From an optimization exercise on the open Yosys and OpenROAD flow, aimed at small area and a short achievable clock period; shortcuts taken in it are not production practice.
In this exercise RTL edits were held to simulation tests only and were not proved equivalent to the original.
The flow treats the clock pin as an ideal source, which a real chip does not have.

`flow/skew.py`:
```
#!/usr/bin/env python3
"""Plan a later clock arrival for registers (useful skew).

usage: skew.py PATHS PERIOD

PATHS holds lines "kind from to slack" as skew.tcl writes them. A delay D[r]
(>= 0) on register r's clock changes a register-to-register path s->e by
D[s] - D[e]. The plan finds the smallest period T such that:
  setup   (PERIOD - slack) + D[s] - D[e] <= T      for register pairs
  hold    slack + D[s] - D[e] >= HOLD_MARGIN
  output  (PERIOD - slack) + D[s] <= T            (the skew may only hurt)
  input   (PERIOD - slack) <= T                   (no gain from the skew)
  D[r] <= DMAX
and prints, for each register that needs a delay, a chain of delay cells.
"""
import sys

DMAX = 1.2
HOLD_MARGIN = 0.2
LEVEL_COST = 0.15
# cells and the delay each adds in front of one register's clock pin (ns)
CELLS = [
    ('sky130_fd_sc_hd__clkbuf_1', 0.09, 3.75),
    ('sky130_fd_sc_hd__dlygate4sd1_1', 0.20, 8.76),
    ('sky130_fd_sc_hd__clkdlybuf4s50_1', 0.46, 10.01),
]

path_file, period = sys.argv[1], float(sys.argv[2])
setup, hold, outp, inp, inhold = {}, {}, {}, {}, {}
regs = set()
for line in open(path_file):
    f = line.split()
    if len(f) != 4:
        continue
    kind, s, e, sl = f[0], f[1], f[2], float(f[3])
    if kind == 'max':
        setup[(s, e)] = min(setup.get((s, e), 1e9), sl)
        regs.update((s, e))
    elif kind == 'min':
        hold[(s, e)] = min(hold.get((s, e), 1e9), sl)
        regs.update((s, e))
    elif kind == 'outmax':
        outp[s] = min(outp.get(s, 1e9), sl)
        regs.add(s)
    elif kind == 'inmax':
        inp[e] = min(inp.get(e, 1e9), sl)
        regs.add(e)
    elif kind == 'inmin':
        inhold[e] = min(inhold.get(e, 1e9), sl)
        regs.add(e)
regs = sorted(regs)
idx = {r: i + 1 for i, r in enumerate(regs)}


def solve(T):
    # difference constraints x[b] >= x[a] + w as edges (a, b, w); longest path
    edges = []
    for r in regs:
        ub = DMAX
        if r in inhold:
            ub = min(ub, max(0.0, inhold[r] - HOLD_MARGIN))
        if r in outp:
            ub = min(ub, T - (period - outp[r]))
        if ub < 0:
            return None
        edges.append((0, idx[r], 0.0))
        edges.append((idx[r], 0, -ub))
    for (s, e), sl in setup.items():
        d = period - sl
        if s == e:
            if d > T:
                return None
            continue
        edges.append((idx[s], idx[e], d - T))
    for (s, e), sl in hold.items():
        if s == e:
            continue
        # D[e] - D[s] <= sl - margin
        edges.append((idx[e], idx[s], -max(0.0, sl - HOLD_MARGIN)))
    for e, sl in inp.items():
        if period - sl > T:
            return None
    n = len(regs) + 1
    x = [0.0] + [-1e18] * (n - 1)
    for it in range(n + 1):
        changed = False
        for a, b, w in edges:
            if x[a] > -1e17 and x[a] + w > x[b] + 1e-9:
                x[b] = x[a] + w
                changed = True
        if not changed:
            return {r: x[idx[r]] for r in regs}
        if x[0] > 1e-9:
            return None
    return None


t0 = max([period - sl for sl in setup.values()] + [period - sl for sl in inp.values()]
         + [period - sl for sl in outp.values()])
lo, hi = 0.0, t0
if solve(hi) is None:
    print(f'# no skew plan (T0 {t0:.3f})')
    sys.exit(0)
for _ in range(40):
    m = (lo + hi) / 2
    if solve(m) is None:
        lo = m
    else:
        hi = m
T = hi
D = solve(T)
print(f'# period without skew {t0:.3f}, with skew {T:.3f}')


CELL_D = {c[0]: c[1] for c in CELLS}


def chain(delta):
    # fewest-area chain of cells whose delay is closest to delta
    best = None
    for a in range(0, 4):
        for b in range(0, 4):
            for c in range(0, 4):
                if a + b + c == 0 or a + b + c > 4:
                    continue
                n = (a, b, c)
                d = sum(k * cell[1] for k, cell in zip(n, CELLS))
                area = sum(k * cell[2] for k, cell in zip(n, CELLS))
                cost = abs(d - delta) + 0.004 * area
                if best is None or cost < best[0]:
                    best = (cost, n)
    out = []
    for k, cell in zip(best[1], CELLS):
        out += [cell[0]] * k
    return out


# Shared delays: the registers are put on a few levels; level k is reached
# through a cascade of delay stages, each stage driving the registers of its
# level and the next stage.
need = sorted((D[r], r) for r in regs if D[r] >= 0.06)
if not need:
    sys.exit(0)
vals = [v for v, _ in need]


def levels_for(k):
    # 1-D k-means on the wanted delays
    cent = [vals[int((i + 0.5) * len(vals) / k)] for i in range(k)]
    for _ in range(50):
        groups = [[] for _ in cent]
        for v in vals:
            groups[min(range(k), key=lambda i: abs(v - cent[i]))].append(v)
        cent = [sum(g) / len(g) if g else c for g, c in zip(groups, cent)]
    err = sum(min(abs(v - c) for c in cent) for v in vals)
    return sorted(cent), err


best = None
for k in range(1, 7):
    cent, err = levels_for(k)
    cost = err + LEVEL_COST * k
    if best is None or cost < best[0]:
        best = (cost, cent)
cent = best[1]
prev = 0.0
real = 0.0
lev_of = {r: min(range(len(cent)), key=lambda i: abs(v - cent[i])) + 1 for v, r in need}
for k, c in enumerate(cent, 1):
    # each stage ends in a stronger buffer that drives its registers and the
    # next stage
    nload = sum(1 for r in lev_of if lev_of[r] == k) + (1 if k < len(cent) else 0)
    driver = ('sky130_fd_sc_hd__clkbuf_8', 0.12) if nload > 3 else ('sky130_fd_sc_hd__clkbuf_4', 0.12)
    rest = c - real - driver[1]
    cells = chain(rest) if rest > 0.05 else []
    cells.append(driver[0])
    real += sum(CELL_D.get(x, driver[1]) for x in cells)
    print('stage', k, f'{c:.3f}', ' '.join(cells))
for v, r in need:
    print('level', r, lev_of[r], f'{v:.3f}')
```
`flow/run.sh`:
```
#!/bin/bash
# Standard layout with two changes: the smallest buffer on each port, and
# useful clock skew between registers after clock tree synthesis (skew.tcl).
export BUFFER_PORTS_ARGS="-buffer_cell sky130_fd_sc_hd__buf_1"
export POST_CTS_TCL="$PWD/flow/skew.tcl"
export SKIP_CTS_REPAIR_TIMING=1
bash standard.sh > standard.log 2>&1
```
`flow/skew.tcl`:
```
# Useful clock skew between registers, run after clock tree synthesis
# (POST_CTS_TCL). It measures the worst setup and hold slack of every
# register-to-register path, and the worst slack of every path from an input
# and to an output, then asks skew.py for a later clock arrival for each
# register that shortens the period set by the register-to-register paths.
# Paths from the inputs and to the outputs get no gain from it: an input path
# must meet that period without the skew, and an output path must meet it with
# the skew. The delays are made by clock buffers put in front of the
# registers' clock pins.

set skew_dir [file dirname [file normalize [info script]]]
set work_dir [file dirname $skew_dir]
set_propagated_clock [all_clocks]
estimate_parasitics -placement

set regs [all_registers -cells]
set clkpin [dict create]
set dpin [dict create]
set cellof [dict create]
foreach r $regs {
  set n [get_full_name $r]
  dict set cellof $n $r
  foreach p [get_pins -of_objects $r] {
    set pn [get_property $p lib_pin_name]
    if { $pn == "CLK" } { dict set clkpin $n $p }
    if { $pn == "D" } { dict set dpin $n $p }
  }
}

set f [open $work_dir/skew_paths.txt w]
foreach r $regs {
  set n [get_full_name $r]
  set cp [dict get $clkpin $n]
  foreach {kind pd} {max max min min} {
    set paths [find_timing_paths -from $cp -path_delay $pd \
      -group_path_count 10000 -endpoint_path_count 1 -unique_paths_to_endpoint]
    foreach p $paths {
      set ep [get_property $p endpoint]
      set epn [get_full_name $ep]
      if { [get_property $ep direction] == "output" } {
        puts $f "out$kind $n - [get_property $p slack]"
      } else {
        set einst [get_full_name [get_cells -of_objects $ep]]
        puts $f "$kind $n $einst [get_property $p slack]"
      }
    }
  }
  set dp [dict get $dpin $n]
  foreach {kind pd} {inmax max inmin min} {
    set paths [find_timing_paths -from [all_inputs] -to $dp -path_delay $pd]
    foreach p $paths {
      puts $f "$kind - $n [get_property $p slack]"
    }
  }
}
close $f

set period [get_property [lindex [all_clocks] 0] period]
exec python3 $skew_dir/skew.py $work_dir/skew_paths.txt $period > $work_dir/skew_plan.txt
puts "skew plan:"
puts [exec cat $work_dir/skew_plan.txt]

set block [ord::get_db_block]
set stages {}
set level [dict create]
foreach line [split [exec cat $work_dir/skew_plan.txt] "\n"] {
  if { [lindex $line 0] == "stage" } { lappend stages [lrange $line 3 end] }
  if { [lindex $line 0] == "level" } { dict set level [lindex $line 1] [lindex $line 2] }
}
set nbuf 0
set drv_net ""
set k 0
foreach cells $stages {
  incr k
  set pins {}
  set sx 0
  set sy 0
  set np 0
  dict for {n lv} $level {
    if { $lv >= $k } {
      lappend pins [dict get $clkpin $n]
      set loc [[sta::sta_to_db_inst [dict get $cellof $n]] getLocation]
      set sx [expr { $sx + [lindex $loc 0] }]
      set sy [expr { $sy + [lindex $loc 1] }]
      incr np
    }
  }
  if { $np == 0 } { break }
  set xy [list [ord::dbu_to_microns [expr { $sx / $np }]] [ord::dbu_to_microns [expr { $sy / $np }]]]
  foreach cell $cells {
    if { $drv_net == "" } {
      set net [get_nets -of_objects [lindex $pins end]]
      insert_buffer -buffer_cell $cell -net $net -load_pins $pins -load_pins_on_diff_nets \
        -location $xy -buffer_name skewbuf_$nbuf -net_name skewnet_$nbuf
    } else {
      insert_buffer -buffer_cell $cell -net $drv_net -load_pins $pins \
        -location $xy -buffer_name skewbuf_$nbuf -net_name skewnet_$nbuf
    }
    set drv_net [get_nets skewnet_$nbuf]
    set bnet [$block findNet skewnet_$nbuf]
    if { $bnet ne "NULL" && $bnet ne "" } { $bnet setSigType CLOCK }
    incr nbuf
  }
}
puts "skew buffers inserted: $nbuf"

detailed_placement
check_placement -verbose
estimate_parasitics -placement
report_worst_slack -max
report_worst_slack -min
```
`design.v`:
```
module prng (
    input logic [31:0] seed,
    output logic [31:0] rand_num,
    input logic clk,
    input logic rst
);
    logic [31:0] state;
    wire [30:0] x = state[30:0];
    wire [30:0] xn = ~state[30:0];
    wire [30:0] nxt;
    wire s0; wire c0;
    assign s0 = 1'b1 ^ x[2] ^ xn[0];
    assign c0 = (1'b1 & x[2]) | (1'b1 & xn[0]) | (x[2] & xn[0]);
    wire s1; wire c1;
    assign s1 = 1'b1 ^ x[3] ^ xn[1];
    assign c1 = (1'b1 & x[3]) | (1'b1 & xn[1]) | (x[3] & xn[1]);
    wire s2; wire c2;
    fa u2 (.a(x[4]), .b(xn[2]), .c(xn[0]), .s(s2), .co(c2));
    wire s3; wire c3;
    fa u3 (.a(x[5]), .b(xn[3]), .c(xn[1]), .s(s3), .co(c3));
    wire s4; wire c4;
    assign s4 = 1'b0 ^ x[4] ^ x[2];
    assign c4 = (1'b0 & x[4]) | (1'b0 & x[2]) | (x[4] & x[2]);
    wire s5; wire c5;
    fa u5 (.a(x[6]), .b(c3), .c(~s4), .s(s5), .co(c5));
    wire s6; wire c6;
    fa u6 (.a(x[7]), .b(xn[5]), .c(xn[3]), .s(s6), .co(c6));
    wire s7; wire c7;
    fa u7 (.a(x[0]), .b(~c4), .c(s6), .s(s7), .co(c7));
    wire s8; wire c8;
    fa u8 (.a(x[8]), .b(xn[6]), .c(xn[4]), .s(s8), .co(c8));
    wire s9; wire c9;
    fa u9 (.a(x[1]), .b(c6), .c(s8), .s(s9), .co(c9));
    wire s10; wire c10;
    assign s10 = 1'b1 ^ x[9] ^ x[2];
    assign c10 = (1'b1 & x[9]) | (1'b1 & x[2]) | (x[9] & x[2]);
    wire s11; wire c11;
    fa u11 (.a(xn[7]), .b(xn[5]), .c(xn[0]), .s(s11), .co(c11));
    wire s12; wire c12;
    fa u12 (.a(c8), .b(s10), .c(s11), .s(s12), .co(c12));
    wire s13; wire c13;
    fa u13 (.a(xn[8]), .b(xn[6]), .c(xn[1]), .s(s13), .co(c13));
    wire s14; wire c14;
    fa u14 (.a(x[10]), .b(x[3]), .c(c10), .s(s14), .co(c14));
    wire s15; wire c15;
    fa u15 (.a(c11), .b(s13), .c(c12), .s(s15), .co(c15));
    wire s16; wire c16;
    fa u16 (.a(xn[9]), .b(xn[7]), .c(xn[2]), .s(s16), .co(c16));
    wire s17; wire c17;
    fa u17 (.a(x[11]), .b(x[4]), .c(c13), .s(s17), .co(c17));
    wire s18; wire c18;
    fa u18 (.a(s16), .b(c14), .c(s17), .s(s18), .co(c18));
    wire s19; wire c19;
    assign s19 = 1'b1 ^ x[12] ^ x[5];
    assign c19 = (1'b1 & x[12]) | (1'b1 & x[5]) | (x[12] & x[5]);
    wire s20; wire c20;
    fa u20 (.a(xn[10]), .b(xn[8]), .c(xn[3]), .s(s20), .co(c20));
    wire s21; wire c21;
    fa u21 (.a(x[0]), .b(c16), .c(s19), .s(s21), .co(c21));
    wire s22; wire c22;
    fa u22 (.a(s20), .b(c17), .c(s21), .s(s22), .co(c22));
    wire s23; wire c23;
    assign s23 = 1'b1 ^ x[13] ^ x[6];
    assign c23 = (1'b1 & x[13]) | (1'b1 & x[6]) | (x[13] & x[6]);
    wire s24; wire c24;
    fa u24 (.a(xn[11]), .b(xn[9]), .c(xn[4]), .s(s24), .co(c24));
    wire s25; wire c25;
    fa u25 (.a(x[1]), .b(c19), .c(c20), .s(s25), .co(c25));
    wire s26; wire c26;
    fa u26 (.a(s23), .b(s24), .c(c21), .s(s26), .co(c26));
    wire s27; wire c27;
    fa u27 (.a(s25), .b(c22), .c(s26), .s(s27), .co(c27));
    wire s28; wire c28;
    fa u28 (.a(x[14]), .b(x[7]), .c(x[2]), .s(s28), .co(c28));
    wire s29; wire c29;
    fa u29 (.a(xn[12]), .b(xn[10]), .c(xn[5]), .s(s29), .co(c29));
    wire s30; wire c30;
    fa u30 (.a(x[0]), .b(c23), .c(c24), .s(s30), .co(c30));
    wire s31; wire c31;
    fa u31 (.a(s28), .b(s29), .c(c25), .s(s31), .co(c31));
    wire s32; wire c32;
    fa u32 (.a(s30), .b(c26), .c(s31), .s(s32), .co(c32));
    wire s33; wire c33;
    fa u33 (.a(x[15]), .b(x[8]), .c(x[3]), .s(s33), .co(c33));
    wire s34; wire c34;
    fa u34 (.a(xn[13]), .b(xn[11]), .c(xn[6]), .s(s34), .co(c34));
    wire s35; wire c35;
    fa u35 (.a(x[1]), .b(c28), .c(c29), .s(s35), .co(c35));
    wire s36; wire c36;
    fa u36 (.a(s33), .b(s34), .c(c30), .s(s36), .co(c36));
    wire s37; wire c37;
    fa u37 (.a(s35), .b(c31), .c(s36), .s(s37), .co(c37));
    wire s38; wire c38;
    fa u38 (.a(xn[14]), .b(xn[12]), .c(xn[7]), .s(s38), .co(c38));
    wire s39; wire c39;
    fa u39 (.a(x[9]), .b(x[4]), .c(x[2]), .s(s39), .co(c39));
    wire s40; wire c40;
    fa u40 (.a(x[16]), .b(c33), .c(c34), .s(s40), .co(c40));
    wire s41; wire c41;
    fa u41 (.a(s38), .b(s39), .c(c35), .s(s41), .co(c41));
    wire s42; wire c42;
    fa u42 (.a(s40), .b(c36), .c(s41), .s(s42), .co(c42));
    wire s43; wire c43;
    assign s43 = 1'b0 ^ x[15] ^ x[13];
    assign c43 = (1'b0 & x[15]) | (1'b0 & x[13]) | (x[15] & x[13]);
    wire s44; wire c44;
    fa u44 (.a(x[10]), .b(x[5]), .c(x[3]), .s(s44), .co(c44));
    wire s45; wire c45;
    fa u45 (.a(xn[8]), .b(xn[0]), .c(x[17]), .s(s45), .co(c45));
    wire s46; wire c46;
    fa u46 (.a(c38), .b(c39), .c(~s43), .s(s46), .co(c46));
    wire s47; wire c47;
    fa u47 (.a(s44), .b(s45), .c(c40), .s(s47), .co(c47));
    wire s48; wire c48;
    fa u48 (.a(s46), .b(c41), .c(s47), .s(s48), .co(c48));
    wire s49; wire c49;
    fa u49 (.a(xn[14]), .b(xn[9]), .c(xn[1]), .s(s49), .co(c49));
    wire s50; wire c50;
    fa u50 (.a(x[11]), .b(x[6]), .c(x[4]), .s(s50), .co(c50));
    wire s51; wire c51;
    fa u51 (.a(xn[16]), .b(~c43), .c(c44), .s(s51), .co(c51));
    wire s52; wire c52;
    fa u52 (.a(x[18]), .b(s49), .c(s50), .s(s52), .co(c52));
    wire s53; wire c53;
    fa u53 (.a(c45), .b(c46), .c(s51), .s(s53), .co(c53));
    wire s54; wire c54;
    fa u54 (.a(s52), .b(c47), .c(s53), .s(s54), .co(c54));
    wire s55; wire c55;
    fa u55 (.a(xn[15]), .b(xn[10]), .c(xn[2]), .s(s55), .co(c55));
    wire s56; wire c56;
    fa u56 (.a(x[12]), .b(x[7]), .c(x[5]), .s(s56), .co(c56));
    wire s57; wire c57;
    fa u57 (.a(x[0]), .b(xn[17]), .c(x[19]), .s(s57), .co(c57));
    wire s58; wire c58;
    fa u58 (.a(c49), .b(c50), .c(s55), .s(s58), .co(c58));
    wire s59; wire c59;
    fa u59 (.a(s56), .b(s57), .c(c51), .s(s59), .co(c59));
    wire s60; wire c60;
    fa u60 (.a(c52), .b(s58), .c(c53), .s(s60), .co(c60));
    wire s61; wire c61;
    fa u61 (.a(s59), .b(c54), .c(s60), .s(s61), .co(c61));
    wire s62; wire c62;
    fa u62 (.a(x[13]), .b(x[8]), .c(x[6]), .s(s62), .co(c62));
    wire s63; wire c63;
    fa u63 (.a(xn[11]), .b(xn[3]), .c(x[1]), .s(s63), .co(c63));
    wire s64; wire c64;
    fa u64 (.a(xn[16]), .b(xn[18]), .c(x[20]), .s(s64), .co(c64));
    wire s65; wire c65;
    fa u65 (.a(c55), .b(c56), .c(s62), .s(s65), .co(c65));
    wire s66; wire c66;
    fa u66 (.a(s63), .b(c57), .c(s64), .s(s66), .co(c66));
    wire s67; wire c67;
    fa u67 (.a(c58), .b(s65), .c(c59), .s(s67), .co(c67));
    wire s68; wire c68;
    fa u68 (.a(s66), .b(s67), .c(c60), .s(s68), .co(c68));
    wire s69; wire c69;
    fa u69 (.a(x[14]), .b(x[9]), .c(x[7]), .s(s69), .co(c69));
    wire s70; wire c70;
    fa u70 (.a(xn[12]), .b(xn[4]), .c(x[2]), .s(s70), .co(c70));
    wire s71; wire c71;
    fa u71 (.a(xn[17]), .b(xn[19]), .c(x[21]), .s(s71), .co(c71));
    wire s72; wire c72;
    fa u72 (.a(c62), .b(c63), .c(s69), .s(s72), .co(c72));
    wire s73; wire c73;
    fa u73 (.a(s70), .b(c64), .c(s71), .s(s73), .co(c73));
    wire s74; wire c74;
    fa u74 (.a(c65), .b(s72), .c(c66), .s(s74), .co(c74));
    wire s75; wire c75;
    fa u75 (.a(s73), .b(c67), .c(s74), .s(s75), .co(c75));
    wire s76; wire c76;
    assign s76 = 1'b1 ^ x[15] ^ x[10];
    assign c76 = (1'b1 & x[15]) | (1'b1 & x[10]) | (x[15] & x[10]);
    wire s77; wire c77;
    fa u77 (.a(xn[13]), .b(xn[5]), .c(xn[0]), .s(s77), .co(c77));
    wire s78; wire c78;
    fa u78 (.a(x[8]), .b(x[3]), .c(xn[18]), .s(s78), .co(c78));
    wire s79; wire c79;
    fa u79 (.a(xn[20]), .b(c69), .c(c70), .s(s79), .co(c79));
    wire s80; wire c80;
    fa u80 (.a(x[22]), .b(s76), .c(s77), .s(s80), .co(c80));
    wire s81; wire c81;
    fa u81 (.a(s78), .b(c71), .c(c72), .s(s81), .co(c81));
    wire s82; wire c82;
    fa u82 (.a(s79), .b(s80), .c(c73), .s(s82), .co(c82));
    wire s83; wire c83;
    fa u83 (.a(s81), .b(c74), .c(s82), .s(s83), .co(c83));
    wire s84; wire c84;
    fa u84 (.a(xn[14]), .b(xn[6]), .c(xn[1]), .s(s84), .co(c84));
    wire s85; wire c85;
    fa u85 (.a(x[11]), .b(x[9]), .c(x[4]), .s(s85), .co(c85));
    wire s86; wire c86;
    fa u86 (.a(x[16]), .b(xn[19]), .c(xn[21]), .s(s86), .co(c86));
    wire s87; wire c87;
    fa u87 (.a(c76), .b(c77), .c(s84), .s(s87), .co(c87));
    wire s88; wire c88;
    fa u88 (.a(s85), .b(x[23]), .c(c78), .s(s88), .co(c88));
    wire s89; wire c89;
    fa u89 (.a(c79), .b(s86), .c(c80), .s(s89), .co(c89));
    wire s90; wire c90;
    fa u90 (.a(s87), .b(s88), .c(c81), .s(s90), .co(c90));
    wire s91; wire c91;
    fa u91 (.a(s89), .b(c82), .c(s90), .s(s91), .co(c91));
    wire s92; wire c92;
    fa u92 (.a(xn[15]), .b(xn[7]), .c(xn[2]), .s(s92), .co(c92));
    wire s93; wire c93;
    fa u93 (.a(x[12]), .b(x[10]), .c(x[5]), .s(s93), .co(c93));
    wire s94; wire c94;
    fa u94 (.a(x[17]), .b(c84), .c(c85), .s(s94), .co(c94));
    wire s95; wire c95;
    fa u95 (.a(xn[20]), .b(xn[22]), .c(s92), .s(s95), .co(c95));
    wire s96; wire c96;
    fa u96 (.a(s93), .b(x[24]), .c(c86), .s(s96), .co(c96));
    wire s97; wire c97;
    fa u97 (.a(c87), .b(s94), .c(s95), .s(s97), .co(c97));
    wire s98; wire c98;
    fa u98 (.a(c88), .b(s96), .c(c89), .s(s98), .co(c98));
    wire s99; wire c99;
    fa u99 (.a(s97), .b(c90), .c(s98), .s(s99), .co(c99));
    wire s100; wire c100;
    fa u100 (.a(x[13]), .b(x[11]), .c(x[6]), .s(s100), .co(c100));
    wire s101; wire c101;
    fa u101 (.a(xn[8]), .b(xn[3]), .c(x[0]), .s(s101), .co(c101));
    wire s102; wire c102;
    fa u102 (.a(xn[16]), .b(x[18]), .c(xn[21]), .s(s102), .co(c102));
    wire s103; wire c103;
    fa u103 (.a(c92), .b(c93), .c(s100), .s(s103), .co(c103));
    wire s104; wire c104;
    fa u104 (.a(s101), .b(xn[23]), .c(x[25]), .s(s104), .co(c104));
    wire s105; wire c105;
    fa u105 (.a(c94), .b(s102), .c(c95), .s(s105), .co(c105));
    wire s106; wire c106;
    fa u106 (.a(s103), .b(s104), .c(c96), .s(s106), .co(c106));
    wire s107; wire c107;
    fa u107 (.a(c97), .b(s105), .c(s106), .s(s107), .co(c107));
    wire s108; wire c108;
    fa u108 (.a(c98), .b(s107), .c(c99), .s(s108), .co(c108));
    wire s109; wire c109;
    fa u109 (.a(x[14]), .b(x[12]), .c(x[7]), .s(s109), .co(c109));
    wire s110; wire c110;
    fa u110 (.a(xn[9]), .b(xn[4]), .c(x[1]), .s(s110), .co(c110));
    wire s111; wire c111;
    fa u111 (.a(xn[17]), .b(c100), .c(c101), .s(s111), .co(c111));
    wire s112; wire c112;
    fa u112 (.a(x[19]), .b(s109), .c(s110), .s(s112), .co(c112));
    wire s113; wire c113;
    fa u113 (.a(xn[22]), .b(xn[24]), .c(x[26]), .s(s113), .co(c113));
    wire s114; wire c114;
    fa u114 (.a(c102), .b(c103), .c(s111), .s(s114), .co(c114));
    wire s115; wire c115;
    fa u115 (.a(s112), .b(c104), .c(s113), .s(s115), .co(c115));
    wire s116; wire c116;
    fa u116 (.a(c105), .b(s114), .c(c106), .s(s116), .co(c116));
    wire s117; wire c117;
    fa u117 (.a(s115), .b(c107), .c(s116), .s(s117), .co(c117));
    wire s118; wire c118;
    fa u118 (.a(x[15]), .b(x[13]), .c(x[8]), .s(s118), .co(c118));
    wire s119; wire c119;
    fa u119 (.a(xn[10]), .b(xn[5]), .c(x[2]), .s(s119), .co(c119));
    wire s120; wire c120;
    fa u120 (.a(xn[18]), .b(c109), .c(c110), .s(s120), .co(c120));
    wire s121; wire c121;
    fa u121 (.a(x[20]), .b(s118), .c(s119), .s(s121), .co(c121));
    wire s122; wire c122;
    fa u122 (.a(xn[23]), .b(xn[25]), .c(x[27]), .s(s122), .co(c122));
    wire s123; wire c123;
    fa u123 (.a(c111), .b(c112), .c(s120), .s(s123), .co(c123));
    wire s124; wire c124;
    fa u124 (.a(s121), .b(c113), .c(s122), .s(s124), .co(c124));
    wire s125; wire c125;
    fa u125 (.a(c114), .b(s123), .c(c115), .s(s125), .co(c125));
    wire s126; wire c126;
    fa u126 (.a(s124), .b(c116), .c(s125), .s(s126), .co(c126));
    wire s127; wire c127;
    fa u127 (.a(x[14]), .b(x[9]), .c(x[3]), .s(s127), .co(c127));
    wire s128; wire c128;
    fa u128 (.a(xn[11]), .b(xn[6]), .c(x[16]), .s(s128), .co(c128));
    wire s129; wire c129;
    fa u129 (.a(xn[19]), .b(c118), .c(c119), .s(s129), .co(c129));
    wire s130; wire c130;
    fa u130 (.a(x[21]), .b(s127), .c(s128), .s(s130), .co(c130));
    wire s131; wire c131;
    fa u131 (.a(xn[24]), .b(xn[26]), .c(x[28]), .s(s131), .co(c131));
    wire s132; wire c132;
    fa u132 (.a(c120), .b(c121), .c(s129), .s(s132), .co(c132));
    wire s133; wire c133;
    fa u133 (.a(s130), .b(c122), .c(s131), .s(s133), .co(c133));
    wire s134; wire c134;
    fa u134 (.a(c123), .b(s132), .c(c124), .s(s134), .co(c134));
    wire s135; wire c135;
    fa u135 (.a(s133), .b(c125), .c(s134), .s(s135), .co(c135));
    wire s136; wire c136;
    fa u136 (.a(x[15]), .b(x[10]), .c(x[4]), .s(s136), .co(c136));
    wire s137; wire c137;
    fa u137 (.a(xn[12]), .b(xn[7]), .c(x[17]), .s(s137), .co(c137));
    wire s138; wire c138;
    fa u138 (.a(xn[20]), .b(c127), .c(x[22]), .s(s138), .co(c138));
    wire s139; wire c139;
    fa u139 (.a(c128), .b(s136), .c(s137), .s(s139), .co(c139));
    wire s140; wire c140;
    fa u140 (.a(xn[25]), .b(xn[27]), .c(c129), .s(s140), .co(c140));
    wire s141; wire c141;
    fa u141 (.a(x[29]), .b(s138), .c(c130), .s(s141), .co(c141));
    wire s142; wire c142;
    fa u142 (.a(s139), .b(c131), .c(c132), .s(s142), .co(c142));
    wire s143; wire c143;
    fa u143 (.a(s140), .b(s141), .c(c133), .s(s143), .co(c143));
    wire s144; wire c144;
    fa u144 (.a(s142), .b(c134), .c(s143), .s(s144), .co(c144));
    wire s145;
    assign s145 = x[11] ^ x[5] ^ x[0];
    wire s146;
    assign s146 = xn[13] ^ xn[8] ^ x[16];
    wire s147;
    assign s147 = x[18] ^ xn[21] ^ c136;
    wire s148;
    assign s148 = s145 ^ x[23] ^ c137;
    wire s149;
    assign s149 = s146 ^ xn[26] ^ xn[28];
    wire s150;
    assign s150 = c138 ^ s147 ^ x[30];
    wire s151;
    assign s151 = c139 ^ s148 ^ c140;
    wire s152;
    assign s152 = s149 ^ c141 ^ s150;
    wire s153;
    assign s153 = s151 ^ c142 ^ s152;
    wire s154;
    assign s154 = c143 ^ s153 ^ c144;
    wire [30:0] ra, rb;
    assign ra[0] = x[0];
    assign rb[0] = 1'b1;
    assign ra[1] = x[1];
    assign rb[1] = 1'b0;
    assign ra[2] = s0;
    assign rb[2] = 1'b0;
    assign ra[3] = c0;
    assign rb[3] = s1;
    assign ra[4] = c1;
    assign rb[4] = s2;
    assign ra[5] = c2;
    assign rb[5] = s3;
    assign ra[6] = s5;
    assign rb[6] = 1'b0;
    assign ra[7] = c5;
    assign rb[7] = s7;
    assign ra[8] = c7;
    assign rb[8] = s9;
    assign ra[9] = c9;
    assign rb[9] = s12;
    assign ra[10] = s14;
    assign rb[10] = s15;
    assign ra[11] = c15;
    assign rb[11] = s18;
    assign ra[12] = c18;
    assign rb[12] = s22;
    assign ra[13] = s27;
    assign rb[13] = 1'b0;
    assign ra[14] = c27;
    assign rb[14] = s32;
    assign ra[15] = c32;
    assign rb[15] = s37;
    assign ra[16] = c37;
    assign rb[16] = s42;
    assign ra[17] = c42;
    assign rb[17] = s48;
    assign ra[18] = c48;
    assign rb[18] = s54;
    assign ra[19] = s61;
    assign rb[19] = 1'b0;
    assign ra[20] = c61;
    assign rb[20] = s68;
    assign ra[21] = c68;
    assign rb[21] = s75;
    assign ra[22] = c75;
    assign rb[22] = s83;
    assign ra[23] = c83;
    assign rb[23] = s91;
    assign ra[24] = c91;
    assign rb[24] = s99;
    assign ra[25] = s108;
    assign rb[25] = 1'b0;
    assign ra[26] = c108;
    assign rb[26] = s117;
    assign ra[27] = c117;
    assign rb[27] = s126;
    assign ra[28] = c126;
    assign rb[28] = s135;
    assign ra[29] = c135;
    assign rb[29] = s144;
    assign ra[30] = s154;
    assign rb[30] = 1'b0;
    wire [30:0] g0 = ra & rb;
    wire [30:0] p0 = ra ^ rb;
    wire gg1 = g0[1] | (p0[1] & g0[0]);
    wire gg2 = g0[2] | (p0[2] & gg1);
    wire gg3 = g0[3] | (p0[3] & g0[2]);
    wire pp3 = p0[3] & p0[2];
    wire gg4 = gg3 | (pp3 & gg1);
    wire gg5 = g0[4] | (p0[4] & g0[3]);
    wire pp5 = p0[4] & p0[3];
    wire gg6 = gg5 | (pp5 & gg2);
    wire gg7 = g0[5] | (p0[5] & g0[4]);
    wire pp7 = p0[5] & p0[4];
    wire gg8 = gg7 | (pp7 & g0[3]);
    wire pp8 = pp7 & p0[3];
    wire gg9 = gg8 | (pp8 & gg2);
    wire gg10 = g0[6] | (p0[6] & gg9);
    wire gg11 = g0[7] | (p0[7] & g0[6]);
    wire pp11 = p0[7] & p0[6];
    wire gg12 = gg11 | (pp11 & gg9);
    wire gg13 = g0[8] | (p0[8] & g0[7]);
    wire pp13 = p0[8] & p0[7];
    wire gg14 = gg13 | (pp13 & gg10);
    wire gg15 = g0[9] | (p0[9] & g0[8]);
    wire pp15 = p0[9] & p0[8];
    wire gg16 = gg15 | (pp15 & gg11);
    wire pp16 = pp15 & pp11;
    wire gg17 = gg16 | (pp16 & gg9);
    wire gg18 = g0[10] | (p0[10] & gg15);
    wire pp18 = p0[10] & pp15;
    wire gg19 = gg18 | (pp18 & gg12);
    wire gg20 = g0[11] | (p0[11] & g0[10]);
    wire pp20 = p0[11] & p0[10];
    wire gg21 = gg20 | (pp20 & gg17);
    wire gg22 = g0[12] | (p0[12] & gg20);
    wire pp22 = p0[12] & pp20;
    wire gg23 = gg22 | (pp22 & gg17);
    wire gg24 = g0[13] | (p0[13] & gg23);
    wire gg25 = g0[14] | (p0[14] & g0[13]);
    wire pp25 = p0[14] & p0[13];
    wire gg26 = gg25 | (pp25 & gg23);
    wire gg27 = g0[15] | (p0[15] & g0[14]);
    wire pp27 = p0[15] & p0[14];
    wire gg28 = gg27 | (pp27 & g0[13]);
    wire pp28 = pp27 & p0[13];
    wire gg29 = gg28 | (pp28 & gg23);
    wire gg30 = g0[16] | (p0[16] & g0[15]);
    wire pp30 = p0[16] & p0[15];
    wire gg31 = gg30 | (pp30 & g0[14]);
    wire pp31 = pp30 & p0[14];
    wire gg32 = gg31 | (pp31 & gg24);
    wire gg33 = g0[17] | (p0[17] & g0[16]);
    wire pp33 = p0[17] & p0[16];
    wire gg34 = gg33 | (pp33 & gg27);
    wire pp34 = pp33 & pp27;
    wire gg35 = gg34 | (pp34 & gg24);
    wire gg36 = g0[18] | (p0[18] & g0[17]);
    wire pp36 = p0[18] & p0[17];
    wire gg37 = gg36 | (pp36 & gg30);
    wire pp37 = pp36 & pp30;
    wire gg38 = gg37 | (pp37 & gg26);
    wire gg39 = g0[18] | (p0[18] & gg33);
    wire pp39 = p0[18] & pp33;
    wire gg40 = g0[19] | (p0[19] & gg39);
    wire pp40 = p0[19] & pp39;
    wire gg41 = gg40 | (pp40 & gg29);
    wire gg42 = g0[20] | (p0[20] & g0[19]);
    wire pp42 = p0[20] & p0[19];
    wire gg43 = gg42 | (pp42 & gg38);
    wire gg44 = g0[21] | (p0[21] & g0[20]);
    wire pp44 = p0[21] & p0[20];
    wire gg45 = gg44 | (pp44 & g0[19]);
    wire pp45 = pp44 & p0[19];
    wire gg46 = gg45 | (pp45 & gg38);
    wire gg47 = g0[22] | (p0[22] & g0[21]);
    wire pp47 = p0[22] & p0[21];
    wire gg48 = gg47 | (pp47 & gg42);
    wire pp48 = pp47 & pp42;
    wire gg49 = gg48 | (pp48 & gg38);
    wire gg50 = g0[23] | (p0[23] & g0[22]);
    wire pp50 = p0[23] & p0[22];
    wire gg51 = gg50 | (pp50 & gg44);
    wire pp51 = pp50 & pp44;
    wire gg52 = gg51 | (pp51 & gg41);
    wire gg53 = g0[24] | (p0[24] & g0[23]);
    wire pp53 = p0[24] & p0[23];
    wire gg54 = gg53 | (pp53 & gg47);
    wire pp54 = pp53 & pp47;
    wire gg55 = gg54 | (pp54 & gg43);
    wire gg56 = g0[25] | (p0[25] & gg54);
    wire pp56 = p0[25] & pp54;
    wire gg57 = gg56 | (pp56 & gg43);
    wire gg58 = g0[26] | (p0[26] & g0[25]);
    wire pp58 = p0[26] & p0[25];
    wire gg59 = gg58 | (pp58 & gg55);
    wire gg60 = g0[27] | (p0[27] & g0[26]);
    wire pp60 = p0[27] & p0[26];
    wire gg61 = gg60 | (pp60 & g0[25]);
    wire pp61 = pp60 & p0[25];
    wire gg62 = gg61 | (pp61 & gg55);
    wire gg63 = g0[28] | (p0[28] & g0[27]);
    wire pp63 = p0[28] & p0[27];
    wire gg64 = gg63 | (pp63 & gg58);
    wire pp64 = pp63 & pp58;
    wire gg65 = gg64 | (pp64 & gg55);
    wire gg66 = g0[29] | (p0[29] & g0[28]);
    wire pp66 = p0[29] & p0[28];
    wire gg67 = gg66 | (pp66 & gg60);
    wire pp67 = pp66 & pp60;
    wire gg68 = gg67 | (pp67 & gg57);
    wire gg69 = g0[29] | (p0[29] & gg63);
    wire pp69 = p0[29] & pp63;
    wire gg70 = g0[30] | (p0[30] & gg69);
    wire pp70 = p0[30] & pp69;
    wire gg71 = gg70 | (pp70 & gg59);
    assign nxt[0] = p0[0];
    assign nxt[1] = p0[1] ^ g0[0];
    assign nxt[2] = p0[2] ^ gg1;
    assign nxt[3] = p0[3] ^ gg2;
    assign nxt[4] = p0[4] ^ gg4;
    assign nxt[5] = p0[5] ^ gg6;
    assign nxt[6] = p0[6] ^ gg9;
    assign nxt[7] = p0[7] ^ gg10;
    assign nxt[8] = p0[8] ^ gg12;
    assign nxt[9] = p0[9] ^ gg14;
    assign nxt[10] = p0[10] ^ gg17;
    assign nxt[11] = p0[11] ^ gg19;
    assign nxt[12] = p0[12] ^ gg21;
    assign nxt[13] = p0[13] ^ gg23;
    assign nxt[14] = p0[14] ^ gg24;
    assign nxt[15] = p0[15] ^ gg26;
    assign nxt[16] = p0[16] ^ gg29;
    assign nxt[17] = p0[17] ^ gg32;
    assign nxt[18] = p0[18] ^ gg35;
    assign nxt[19] = p0[19] ^ gg38;
    assign nxt[20] = p0[20] ^ gg41;
    assign nxt[21] = p0[21] ^ gg43;
    assign nxt[22] = p0[22] ^ gg46;
    assign nxt[23] = p0[23] ^ gg49;
    assign nxt[24] = p0[24] ^ gg52;
    assign nxt[25] = p0[25] ^ gg55;
    assign nxt[26] = p0[26] ^ gg57;
    assign nxt[27] = p0[27] ^ gg59;
    assign nxt[28] = p0[28] ^ gg62;
    assign nxt[29] = p0[29] ^ gg65;
    assign nxt[30] = p0[30] ^ gg68;
    always_ff @(posedge clk) begin
        if (rst) begin
            state <= seed;
        end else begin
            state <= {1'b0, nxt};
        end
        rand_num <= state;
    end
endmodule
module fa (
    input  logic a,
    input  logic b,
    input  logic c,
    output logic s,
    output logic co
);
    assign s = a ^ b ^ c;
    assign co = (a & b) | (a & c) | (b & c);
endmodule
```
`config.mk`:
```
export PLATFORM = sky130hd
export DESIGN_NAME = prng
export DESIGN_NICKNAME = prng
export VERILOG_FILES = /design/flow/design.v
export SDC_FILE = /design/flow/constraint.sdc
export NUM_CORES = 4
export LEC_CHECK = 0
export CAP_MARGIN = 20
export CORE_MARGIN = 2
export CORE_UTILIZATION = 50
export CTS_BUF_LIST = sky130_fd_sc_hd__clkbuf_4 sky130_fd_sc_hd__clkbuf_8
export SETUP_SLACK_MARGIN = 3.0
export SLEW_MARGIN = 20
export SYNTH_HIERARCHICAL = 1
```
`standard.sh`:
```
#!/bin/bash
# synth_recipe.tcl (not shown) runs the flow's synth.tcl, then flattens the netlist and writes it again
# the make line also repeats each setting of config.mk as NAME=value (left out here)
make -C /OpenROAD-flow-scripts/flow DESIGN_CONFIG=/design/flow/config.mk WORK_HOME=/design/flow/orfs CLKGATE_MAP_FILE= SYNTH_SCRIPT=/design/flow/synth_recipe.tcl "${@:-finish}"
```
`constraint.sdc`:
```
create_clock -name core_clock -period 7.0 [get_ports {clk}]
set_input_delay 1.4000 -clock core_clock [delete_from_list [all_inputs] [get_ports {clk}]]
set_output_delay 1.4000 -clock core_clock [all_outputs]
set_load 0.01 [all_outputs]
```
==> impl_metrics.json, run 1 <==
{
  "start_util": 0.512,
  "critPathLaunchType": "flop",
  "cp_data_arrival_time_ns": 4.33,
  "synth.area.mux_share": 0.00770,
  "first_global_vias": 4278,
  "core-area_um2": 11400,
  "design.die.area_um2": 12600,
  "setup_repair_after_global_routing_missed_its_margin": "false",
  "compound_gate_portion_of_the_synthesized_area": 0.0853,
  "timing.critical_path.fanout_max": 7,
  "vias": 3675,
  "finalWeightedCongestion": 0.881,
  "worst_clock_skew_on_the_final_layout_ns": 1.19,
  "number_of_buffers_added_on_ports": 65,
  "status": "finished clean",
  "top_level_ports": 66,
  "fin_nets": 758,
  "layoutNonFillerInstCount": 700,
  "cts_tree": "done",
  "worst_slew_pin_slew_ns": 0.573,
  "antenna_found_initial": 0,
  "routedWlPerCell_um": 20.3,
  "cp-end-kind": "flop",
  "worst-endpoint-required_ns": 7.59,
  "worst_path_most_repeated_cell": "sky130_fd_sc_hd__fa_1",
  "tritoncts_num_sinks": 64,
  "synth.cell_area_um2": 5850,
  "die_h_um": 112,
  "timing.setup.tns_ns": 0,
  "synth_top_family_by_area": "adder cells",
  "synth_edf_count": 0,
  "most-common-layout-cells": "sky130_fd_sc_hd__fa_1, sky130_fd_sc_hd__buf_1, sky130_fd_sc_hd__dfxtp_1",
  "slowest_delay_ns": 0.54,
  "drv.max_cap_violation_count": 0,
  "criticalPathCategory": "reg -> reg",
  "flow.area_growth_from_synthesis_pct": 15.3,
  "number_of_slew_limit_violations_in_the_final_report": 0,
  "mostFrequentLayoutCell": "sky130_fd_sc_hd__fa_1",
  "antenna-diode-count": 0,
  "seq_area_frac_synth": 0.219,
  "postSynthRegisterBits": 64,
  "yosys.area_share.adder": 0.544,
  "dr.pass1.iters": 4,
  "cp_cell_sequence": "inv_4 > fa_1 > fa_1 > fa_1 > fa_1 > ha_1 > nand4_1 > a211oi_1 > nor3_1 > o31ai_1 > nand2_1 > o31ai_1 > o21ai_0",
  "die_width_um": 112,
  "timing.hold.worst.class": "reg -> reg",
  "nFillCells": 974,
  "synth_cell_type_count": 42,
  "critical_path.n_buffers_inverters": 1,
  "hpwlAfterDp_um": 11400,
  "routed_via_count_divided_by_cell_count": 5.25,
  "placementRows": 39,
  "cts.reportedPaths.clkPinSlew_ns": 0.07,
  "worst_skew_pair.late_latency_ns": 1.54,
  "ratio_of_cells_with_drive_above_1_in_the_final_layout": 0.162,
  "dp_cells": 673,
  "synth-main-ff-cell": "sky130_fd_sc_hd__dfxtp_1",
  "worst_path_dominant_cell_family": "adder cells",
  "grt-ovfl-total": 0,
  "wire_length_of_the_first_global_routing_pass_um": 23500,
  "timing.max_slew.rel_slack": 0.618,
  "synthesis.instances": 470,
  "post_synth_and_or_nand_nor_area_fraction": 0.0479,
  "max_freq_mhz": 267,
  "timing.final.crit_share": 0.534,
  "setup-violations-final": 0,
  "fin_worst_hold_slack_ns": 0.0699,
  "yosys.area_share.xor_xnor": 0.0584,
  "post_synth.cell_area_avg_um2": 12.4,
  "synthArstFlopShare": 0,
  "final.min_clock_period_ns": 3.74,
  "synthesis.nets": 676,
  "final-hold-violation-count": 0,
  "totalWireLength_um": 14200,
  "gr-usage-all-layers": 0.254,
  "slowest_stage": "sky130_fd_sc_hd__fa_1",
  "drtAntennaViolNets": 0,
  "yosys_warns": 7,
  "drt_first_iter_violations": 222,
  "drcViolationCount": 0,
  "grt_max_degree": 61
}
final cells by class, clock buffers not listed:
type | count | area, µm² | area share
inverters | 53 | 214 | 0.0317
well taps | 143 | 179 | 0.0265
flip-flops and latches | 64 | 1340 | 0.199
clock inverters | 6 | 81.3 | 0.0121
multi-input cells | 347 | 4460 | 0.661
repair buffers | 67 | 263 | 0.0390
final timing paths:
| kind | startpoint | end | slack, ns | depth (start not counted) |
|---|---|---|---|---|
| worst max-delay path | state[11]$_DFF_P_ | state[19]$_DFF_P_ | 3.26 | 13 |
| worst min-delay path | state[0]$_DFF_P_ | state[30]$_DFF_P_ | 0.07 | 6 |
| worst min register to register | state[0]$_DFF_P_ | state[30]$_DFF_P_ | 0.07 | 6 |
| worst max register to register | state[11]$_DFF_P_ | state[19]$_DFF_P_ | 3.26 | 13 |
tightest hold or removal path: cells and delay by family, from the launching register on:
family	cells	cell delay, ns
XOR/XNOR	3	0.49
flip-flops	1	0.43
AND/OR/NAND/NOR	2	0.19
AO/OA/AOI/OAI	1	0.11
logic make-up after synthesis:
| kind of cell | Yosys count |
|---|---|
| flops | 64 |
| mux | 4 |
| xor+xnor | 39 |
| buf+inv | 59 |
| simple gates | 60 |
| fa+ha+maj | 172 |
| compound gates | 72 |
cell usage after synthesis (2+ instances only):
cell	instances	area [µm²]
sky130_fd_sc_hd__a211o_1	2	17.5
sky130_fd_sc_hd__a21o_1	3	22.5
sky130_fd_sc_hd__a21oi_1	12	60.1
sky130_fd_sc_hd__a31oi_1	4	25.0
sky130_fd_sc_hd__and2_1	2	12.5
sky130_fd_sc_hd__and3_1	2	12.5
sky130_fd_sc_hd__clkbuf_1	5	18.8
sky130_fd_sc_hd__dfxtp_1	64	1280
sky130_fd_sc_hd__fa_1	137	2740
sky130_fd_sc_hd__ha_1	35	438
sky130_fd_sc_hd__inv_1	53	199
sky130_fd_sc_hd__mux2_2	4	45.0
sky130_fd_sc_hd__nand2_1	33	124
sky130_fd_sc_hd__nand2b_1	2	12.5
sky130_fd_sc_hd__nand3_1	3	15.0
sky130_fd_sc_hd__nand4_1	3	18.8
sky130_fd_sc_hd__nor2_1	5	18.8
sky130_fd_sc_hd__nor3_1	4	20.0
sky130_fd_sc_hd__nor3_2	2	20.0
sky130_fd_sc_hd__o211ai_1	4	30.0
sky130_fd_sc_hd__o21a_1	4	30.0
sky130_fd_sc_hd__o21ai_0	25	125
sky130_fd_sc_hd__o21bai_1	2	15.0
sky130_fd_sc_hd__o31ai_1	5	37.5
sky130_fd_sc_hd__xnor2_1	26	228
sky130_fd_sc_hd__xor2_1	13	114
routing by layer:
metal	up-vias	global-route usage	part of all wire
li1	1695	-	-
met1	1867	0.365	0.46
met2	97	0.391	0.47
met3	16	0.0599	0.059
met4	0	0.0715	0.014
met5	-	0	0
per-module statistics from Yosys, one instance, submodules excluded:
module  cells inside  copies in the design
prng             333                     1
fa                 1                   137
registers in the layout (all words and copies together), names as in the netlist:
signal    cells
rand_num     32
state        32
through the flow:
stage	utilization	setup WS, ns	area [µm²]
global placement	0.564	2.50	6440
global route	0.591	3.03	6740
floorplan	-	2.86	6030
finish	0.591	3.26	6740
detailed placement	0.564	2.38	6440
==> run 2: changes to the inputs <==
--- a/flow/skew.py
+++ b/flow/skew.py
@@ -17,4 +17,4 @@
 
-DMAX = 1.2
-HOLD_MARGIN = 0.2
+DMAX = 1.5
+HOLD_MARGIN = 0.0
 LEVEL_COST = 0.15
--- a/config.mk
+++ b/config.mk
@@ -11,2 +11,3 @@
 export CTS_BUF_LIST = sky130_fd_sc_hd__clkbuf_4 sky130_fd_sc_hd__clkbuf_8
+export HOLD_SLACK_MARGIN = 0.1
 export SETUP_SLACK_MARGIN = 3.0
==> run 2 against run 1 <==
Effect of this change: setup slack lost 0.014 ns; utilization is 0.28 points higher; critical path type unchanged; still clean; critical path depth stayed put; die area unchanged; register-to-register slack is essentially flat.
==> impl_metrics.json, run 2 <==
{
  "status": "finished clean",
  "grtUsageMet2": 0.390,
  "global_route.usage.met1": 0.366,
  "grt-ovfl-total": 0,
  "postSynthRegisterBits": 64,
  "placementRows": 39,
  "setup-violations-final": 0,
  "worst_clock_skew_on_the_final_layout_ns": 1.30,
  "drtAntennaViolNets": 0,
  "slowest_stage": "sky130_fd_sc_hd__fa_1",
  "fin_nets": 760,
  "timing.critical_path.fanout_max": 7,
  "critical_path_depth": 13,
  "layoutNonFillerInstCount": 702,
  "synth-main-ff-cell": "sky130_fd_sc_hd__dfxtp_1",
  "worst-endpoint-required_ns": 7.74,
  "yosys_warns": 7,
  "synth_cell_type_count": 42,
  "cts_tree": "done",
  "synthesis.instances": 470,
  "worst_setup_path_startpoint": "state[13]$_DFF_P_",
  "worst_skew_pair.late_latency_ns": 1.65,
  "post_synth.cell_area_avg_um2": 12.4,
  "final.min_clock_period_ns": 3.75,
  "critical_path.n_buffers_inverters": 1,
  "reg.largest.list": "rand_num (32), state (32)",
  "start_util": 0.512,
  "r2r_end": "state[21]$_DFF_P_",
  "top_usage_layer": "met2",
  "number_of_buffers_added_on_ports": 65,
  "worst_case_register_to_register_setup_slack_ns": 3.25,
  "synthesis.nets": 676,
  "synth.cell_area_um2": 5850,
  "number_of_slew_limit_violations_in_the_final_report": 0,
  "wire_length_of_the_first_global_routing_pass_um": 23600,
  "vias": 3717,
  "drt_first_iter_violations": 190,
  "seq_area_frac_synth": 0.219,
  "die_width_um": 112,
  "finalWeightedCongestion": 0.881,
  "cp-end-kind": "flop",
  "yosys.area.top_type": "sky130_fd_sc_hd__fa_1",
  "worst_r2r_path_depth": 13,
  "antenna-diode-count": 0,
  "timing.final.crit_share": 0.536,
  "antenna_found_initial": 0,
  "ratio_of_cells_with_drive_above_1_in_the_final_layout": 0.159,
  "routedWlPerCell_um": 20.3,
  "timing.setup.tns_ns": 0,
  "cp_data_arrival_time_ns": 4.50,
  "slowest_delay_ns": 0.52,
  "max_freq_mhz": 266,
  "synth.top_cells.by_count": "sky130_fd_sc_hd__fa_1, sky130_fd_sc_hd__dfxtp_1, sky130_fd_sc_hd__inv_1, sky130_fd_sc_hd__ha_1, sky130_fd_sc_hd__nand2_1",
  "worst_hold_startpoint": "state[11]$_DFF_P_",
  "tritoncts_num_sinks": 64,
  "die_h_um": 112,
  "core-area_um2": 11400,
  "nFillCells": 968,
  "final-hold-violation-count": 0,
  "mostFrequentLayoutCell": "sky130_fd_sc_hd__fa_1",
  "setup_repair_after_global_routing_missed_its_margin": "false",
  "routed_via_count_divided_by_cell_count": 5.29,
  "hpwlAfterDp_um": 11400,
  "most-common-layout-cells": "sky130_fd_sc_hd__fa_1, sky130_fd_sc_hd__buf_1, sky130_fd_sc_hd__dfxtp_1",
  "synth_edf_count": 0,
  "synthMostInstantiatedCell": "sky130_fd_sc_hd__fa_1",
  "worst_path_dominant_cell_family": "adder cells",
  "first_global_vias": 4289,
  "timing.hold.worst.class": "reg -> reg",
  "startpoint_of_the_worst_register_to_register_path": "state[13]$_DFF_P_",
  "gr-usage-all-layers": 0.254,
  "worst_path_most_repeated_cell": "sky130_fd_sc_hd__fa_1",
  "post-synth-top-area-fraction": 0.469,
  "critPathLaunchType": "flop",
  "post-route-cell-area_um2": 6780,
  "drv.max_cap_violation_count": 0,
  "flow.area_growth_from_synthesis_pct": 15.8,
  "grt_use_met3": 0.0594,
  "synthArstFlopShare": 0,
  "fin_util": 0.593,
  "criticalPathCategory": "reg -> reg",
  "timing.max_slew.rel_slack": 0.611,
  "dp_cells": 673,
  "design.die.area_um2": 12600,
  "worst_slew_pin_slew_ns": 0.583,
  "cts.reportedPaths.clkPinSlew_ns": 0.08,
  "synth.top_cells.by_area": "sky130_fd_sc_hd__fa_1, sky130_fd_sc_hd__dfxtp_1, sky130_fd_sc_hd__ha_1, sky130_fd_sc_hd__xnor2_1, sky130_fd_sc_hd__inv_1",
  "totalWireLength_um": 14200,
  "cp_cell_sequence": "inv_2 > fa_1 > fa_1 > fa_1 > fa_1 > ha_1 > nand4_1 > a211oi_1 > nor3_1 > o311a_4 > nor2_1 > xnor2_1 > o21ai_0",
  "dr.pass1.iters": 4,
  "post_place_instance_area_um2": 6440,
  "grt_max_degree": 61,
  "endpoint": "state[21]$_DFF_P_",
  "drcViolationCount": 0,
  "top_level_ports": 66
}
[run 2: cell families (layout without fill, tap and decap cells)]
| logic type | after synthesis | count (layout) | share of synthesized area |
|---|---|---|---|
| multiplexers | 4 | 4 | 0.00770 |
| XOR/XNOR | 39 | 39 | 0.0584 |
| AO/OA/AOI/OAI | 72 | 72 | 0.0853 |
| buffers and inverters | 59 | 148 | 0.0379 |
| AND/OR/NAND/NOR | 60 | 60 | 0.0479 |
| flip-flops | 64 | 64 | 0.219 |
| adder cells (fa/ha/maj) | 172 | 172 | 0.544 |
[run 2: how the worst min path moves through the flow]
stage                                 endpoint  slack [ns]  depth (start not counted)
after detailed placement  rand_num[31]$_DFF_P_        0.33                          0
after global routing         state[30]$_DFF_P_        0.20                          7
after floorplan           rand_num[31]$_DFF_P_        0.31                          0
final                        state[30]$_DFF_P_        0.16                          8
after global placement    rand_num[31]$_DFF_P_        0.31                          0
[run 2: metrics by stage]
step / hold WS, ns / setup slack [ns]
2_1_floorplan: 0.310 / 2.86
3_3_place_gp: 0.312 / 2.50
3_5_place_dp: 0.329 / 2.38
5_1_grt: 0.200 / 3.06
6_report: 0.160 / 3.25
[run 2: layout make-up, clock buffers not listed]
class	count	area (µm²)	area share
multi-input combinational	347	4460	0.658
sequential	64	1340	0.198
timing repair buffer	70	293	0.0432
inverter	53	214	0.0316
tap	143	179	0.0264
clock inverter	6	81.3	0.0120
[run 2: Yosys stat by module, one instance, submodules excluded]
| module | cells inside | area [µm²] |
|---|---|---|
| prng | 333 | 3110 |
| fa | 1 | 20.0 |
[run 2: layer usage]
layer  part of all wire  up-vias
met3              0.053       14
met2               0.46      106
met1               0.47     1897
met4              0.016        0
li1                   -     1700
met5                  0        -
[run 2: worst reg2reg max path: stages, from the launching register on]
cell and delay (ns):
sky130_fd_sc_hd__dfxtp_4 0.44, sky130_fd_sc_hd__inv_2 0.12, sky130_fd_sc_hd__fa_1 0.46, sky130_fd_sc_hd__fa_1 0.39, sky130_fd_sc_hd__fa_1 0.52, sky130_fd_sc_hd__fa_1 0.42, sky130_fd_sc_hd__ha_1 0.35, sky130_fd_sc_hd__nand4_1 0.21
sky130_fd_sc_hd__a211oi_1 0.09, sky130_fd_sc_hd__nor3_1 0.35, sky130_fd_sc_hd__o311a_4 0.31, sky130_fd_sc_hd__nor2_1 0.07, sky130_fd_sc_hd__xnor2_1 0.17, sky130_fd_sc_hd__o21ai_0 0.08
==> run 3: changes to the inputs <==
--- a/config.mk
+++ b/config.mk
@@ -12,3 +12,3 @@
 export HOLD_SLACK_MARGIN = 0.1
-export SETUP_SLACK_MARGIN = 3.0
+export SETUP_SLACK_MARGIN = 3.6
 export SLEW_MARGIN = 20
==> run 3 against run 2 <==
Effect of this change: utilization up 5.5 points; first-iteration DRC count up 34%; via count up 7.2%; register-to-register slack better by 0.29 ns; cell count up 9.0%; fmax up 8.3%.
==> impl_metrics.json, run 3 <==
{
  "global_route.usage.met1": 0.359,
  "synth-main-ff-cell": "sky130_fd_sc_hd__dfxtp_1",
  "max_freq_mhz": 288,
  "drt_first_iter_violations": 255,
  "number_of_slew_limit_violations_in_the_final_report": 0,
  "synth.area.mux_share": 0.00770,
  "drcViolationCount": 0,
  "grtUsageMet2": 0.396,
  "tritoncts_num_sinks": 64,
  "fin_util": 0.649,
  "criticalPathCategory": "reg -> reg",
  "finalWeightedCongestion": 0.935,
  "antenna_found_initial": 0,
  "start_util": 0.512,
  "post-synth-top-area-fraction": 0.469,
  "worst_slew_pin_slew_ns": 0.581,
  "number_of_buffers_added_on_ports": 65,
  "worst_case_register_to_register_setup_slack_ns": 3.53,
  "totalWireLength_um": 15300,
  "top_usage_layer": "met2",
  "antenna-diode-count": 0,
  "drtAntennaViolNets": 0,
  "cp_data_arrival_time_ns": 3.88,
  "placementRows": 39,
  "grt-ovfl-total": 0,
  "synthMostInstantiatedCell": "sky130_fd_sc_hd__fa_1",
  "slowest_delay_ns": 0.49,
  "synthesis.nets": 676,
  "grt_use_met3": 0.0470,
  "synthArstFlopShare": 0,
  "setup_repair_after_global_routing_missed_its_margin": "true",
  "yosys.area_share.adder": 0.544,
  "yosys.area_share.xor_xnor": 0.0584,
  "status": "finished clean",
  "top_level_ports": 66,
  "r2r_end": "state[17]$_DFF_P_",
  "core-area_um2": 11400,
  "reg.largest.list": "rand_num (32), state (32)",
  "ratio_of_cells_with_drive_above_1_in_the_final_layout": 0.299,
  "post_place_instance_area_um2": 6470,
  "postSynthRegisterBits": 64,
  "synth.cell_area_um2": 5850,
  "slowest_stage": "sky130_fd_sc_hd__fa_1",
  "design.die.area_um2": 12600,
  "compound_gate_portion_of_the_synthesized_area": 0.0853,
  "most-common-layout-cells": "sky130_fd_sc_hd__fa_1, sky130_fd_sc_hd__buf_1, sky130_fd_sc_hd__buf_4",
  "drv.max_cap_violation_count": 0,
  "synth_cell_type_count": 42,
  "synthesis.instances": 470,
  "dr.pass1.iters": 4,
  "cp-end-kind": "flop",
  "synth.top_cells.by_area": "sky130_fd_sc_hd__fa_1, sky130_fd_sc_hd__dfxtp_1, sky130_fd_sc_hd__ha_1, sky130_fd_sc_hd__xnor2_1, sky130_fd_sc_hd__inv_1",
  "synth.top_cells.by_count": "sky130_fd_sc_hd__fa_1, sky130_fd_sc_hd__dfxtp_1, sky130_fd_sc_hd__inv_1, sky130_fd_sc_hd__ha_1, sky130_fd_sc_hd__nand2_1",
  "flow.area_growth_from_synthesis_pct": 26.6,
  "seq_area_frac_synth": 0.219,
  "critPathLaunchType": "flop",
  "mostFrequentLayoutCell": "sky130_fd_sc_hd__fa_1",
  "wire_length_of_the_first_global_routing_pass_um": 23100,
  "worst_clock_skew_on_the_final_layout_ns": 1.36,
  "timing.setup.tns_ns": 0,
  "cts_tree": "done",
  "hpwlAfterDp_um": 11600,
  "post-route-cell-area_um2": 7410,
  "post_synth_and_or_nand_nor_area_fraction": 0.0479,
  "worst_skew_pair.late_latency_ns": 1.72,
  "fin_worst_hold_slack_ns": 0.108,
  "worst-endpoint-required_ns": 7.41,
  "yosys.area.top_type": "sky130_fd_sc_hd__fa_1",
  "synth_edf_count": 0,
  "post_synth.cell_area_avg_um2": 12.4,
  "worst_hold_startpoint": "state[0]$_DFF_P_",
  "routed_via_count_divided_by_cell_count": 5.21,
  "min_delay_worst_endpoint": "state[30]$_DFF_P_",
  "final.min_clock_period_ns": 3.47,
  "yosys_warns": 7,
  "first_global_vias": 4163,
  "min_delay_path_depth": 7,
  "routedWlPerCell_um": 20.0,
  "synth_top_family_by_area": "adder cells",
  "die_h_um": 112,
  "timing.max_slew.rel_slack": 0.612,
  "timing.final.crit_share": 0.495,
  "vias": 3985,
  "gr-usage-all-layers": 0.253,
  "timing.hold.worst.class": "reg -> reg",
  "worst_r2r_path_depth": 14,
  "startpoint_of_the_worst_register_to_register_path": "state[7]$_DFF_P_",
  "cp_cell_sequence": "inv_8 > fa_1 > fa_2 > fa_1 > ha_4 > nand3_2 > o31a_4 > o211ai_1 > ha_2 > a21oi_1 > o21bai_1 > a21oi_1 > xor2_1 > o21ai_1",
  "fin_nets": 823,
  "final-hold-violation-count": 0,
  "die_width_um": 112,
  "grt_max_degree": 61,
  "setup-violations-final": 0,
  "cts.reportedPaths.clkPinSlew_ns": 0.08,
  "timing.critical_path.fanout_max": 4
}
-- run 3: changes by cell type in the layout (fill, tap and decap cells not counted), moves of 4 or more --
| cell | previous run | this run |
|---|---|---|
| sky130_fd_sc_hd__fa_1 | 125 | 116 |
| sky130_fd_sc_hd__dfxtp_4 | 14 | 19 |
| sky130_fd_sc_hd__ha_1 | 29 | 25 |
| sky130_fd_sc_hd__dfxtp_1 | 46 | 38 |
| sky130_fd_sc_hd__fa_2 | 12 | 21 |
| sky130_fd_sc_hd__inv_1 | 37 | 33 |
| sky130_fd_sc_hd__buf_4 | 1 | 59 |
-- run 3: final cells by class, clock buffers not listed --
| class | count | area, µm² |
|---|---|---|
| Clock inverter | 7 | 71.3 |
| Fill cell | 920 | 4010 |
| Inverter | 53 | 241 |
| Multi-Input combinational cell | 347 | 4570 |
| Sequential cell | 64 | 1360 |
| Tap cell | 143 | 179 |
| Timing Repair Buffer | 132 | 782 |
-- run 3: kinds of logic (layout without fill, tap and decap cells) --
kind of cell	after synthesis	in the layout
multiplexers	4	4
AO/OA/AOI/OAI	72	72
buffers and inverters	59	211
AND/OR/NAND/NOR	60	60
adder cells (fa/ha/maj)	172	172
flip-flops	64	64
XOR/XNOR	39	39
-- run 3: modules after synthesis, one instance, submodules excluded --
module	times used	cells inside	flops+latches	cell area (µm²)
prng	1	333	64	3110
fa	137	1	0	20.0
-- run 3: worst max path at each step --
stage                      start           endpoint  cells after the start
2_1_floorplan  state[14]$_DFF_P_  state[30]$_DFF_P_                     13
3_3_place_gp   state[11]$_DFF_P_  state[30]$_DFF_P_                     14
5_1_grt         state[7]$_DFF_P_  state[17]$_DFF_P_                     14
6_report        state[7]$_DFF_P_  state[17]$_DFF_P_                     14
3_5_place_dp   state[11]$_DFF_P_  state[30]$_DFF_P_                     14
-- run 3: routing by layer --
metal | share of wire | wire length (µm) | up-vias
met1 | 0.44 | 6780 | 2026
met2 | 0.47 | 7260 | 116
met5 | 0 | 0 | -
met3 | 0.058 | 887 | 22
met4 | 0.024 | 373 | 0
li1 | - | - | 1821
-- run 3: metrics by stage --
step | worst slack [ns] | cells
after floorplan | 2.86 | 470
after global placement | 2.52 | 673
after detailed placement | 2.40 | 673
after global routing | 3.38 | 765
final | 3.53 | 765
-- run 3: worst max-delay path, delay by kind of cell (launching register included) --
family          cells  cell delay (ns)
fa+ha+maj           5             1.88
compound gates      6             0.94
flops               1             0.41
xor+xnor            1             0.15
simple gates        1             0.07
buf+inv             1             0.05

-- port drivers added, routing unchanged --
No port has a modelled driver above. Below, the same layouts with a new extraction and two added sets of constraints. Step 1 sets driving cells, clkbuf_16 on the clock port and buf_2 on the other inputs (assumed; they add their load-dependent delay and slew). Step 2, shift: input delay + t, output delay - t, t = (earliest + latest rising clock arrival at the registers) / 2. This alone moves slack from input paths to output paths. Slacks: ideal ports / drivers / drivers and shift; pairs: ideal ports / drivers.
| run | t (ns) | setup slack, ns | worst setup path after step 2 | latest minus earliest clock arrival (ns) | pins driven straight from the clock port |
|---|---|---|---|---|---|
| run 1 | 0.976 | 3.260 / 3.260 / 3.260 | register to register | 1.189 / 1.189 | 1 |
| run 2 | 1.030 | 3.246 / 3.246 / 3.246 | register to register | 1.302 / 1.301 | 1 |
| run 3 | 1.075 | 3.532 / 3.532 / 3.532 | register to register | 1.363 / 1.363 | 1 |
In every run listed the clock reaches the registers at very different times; t lies between them, and the last value is a rough guide only.
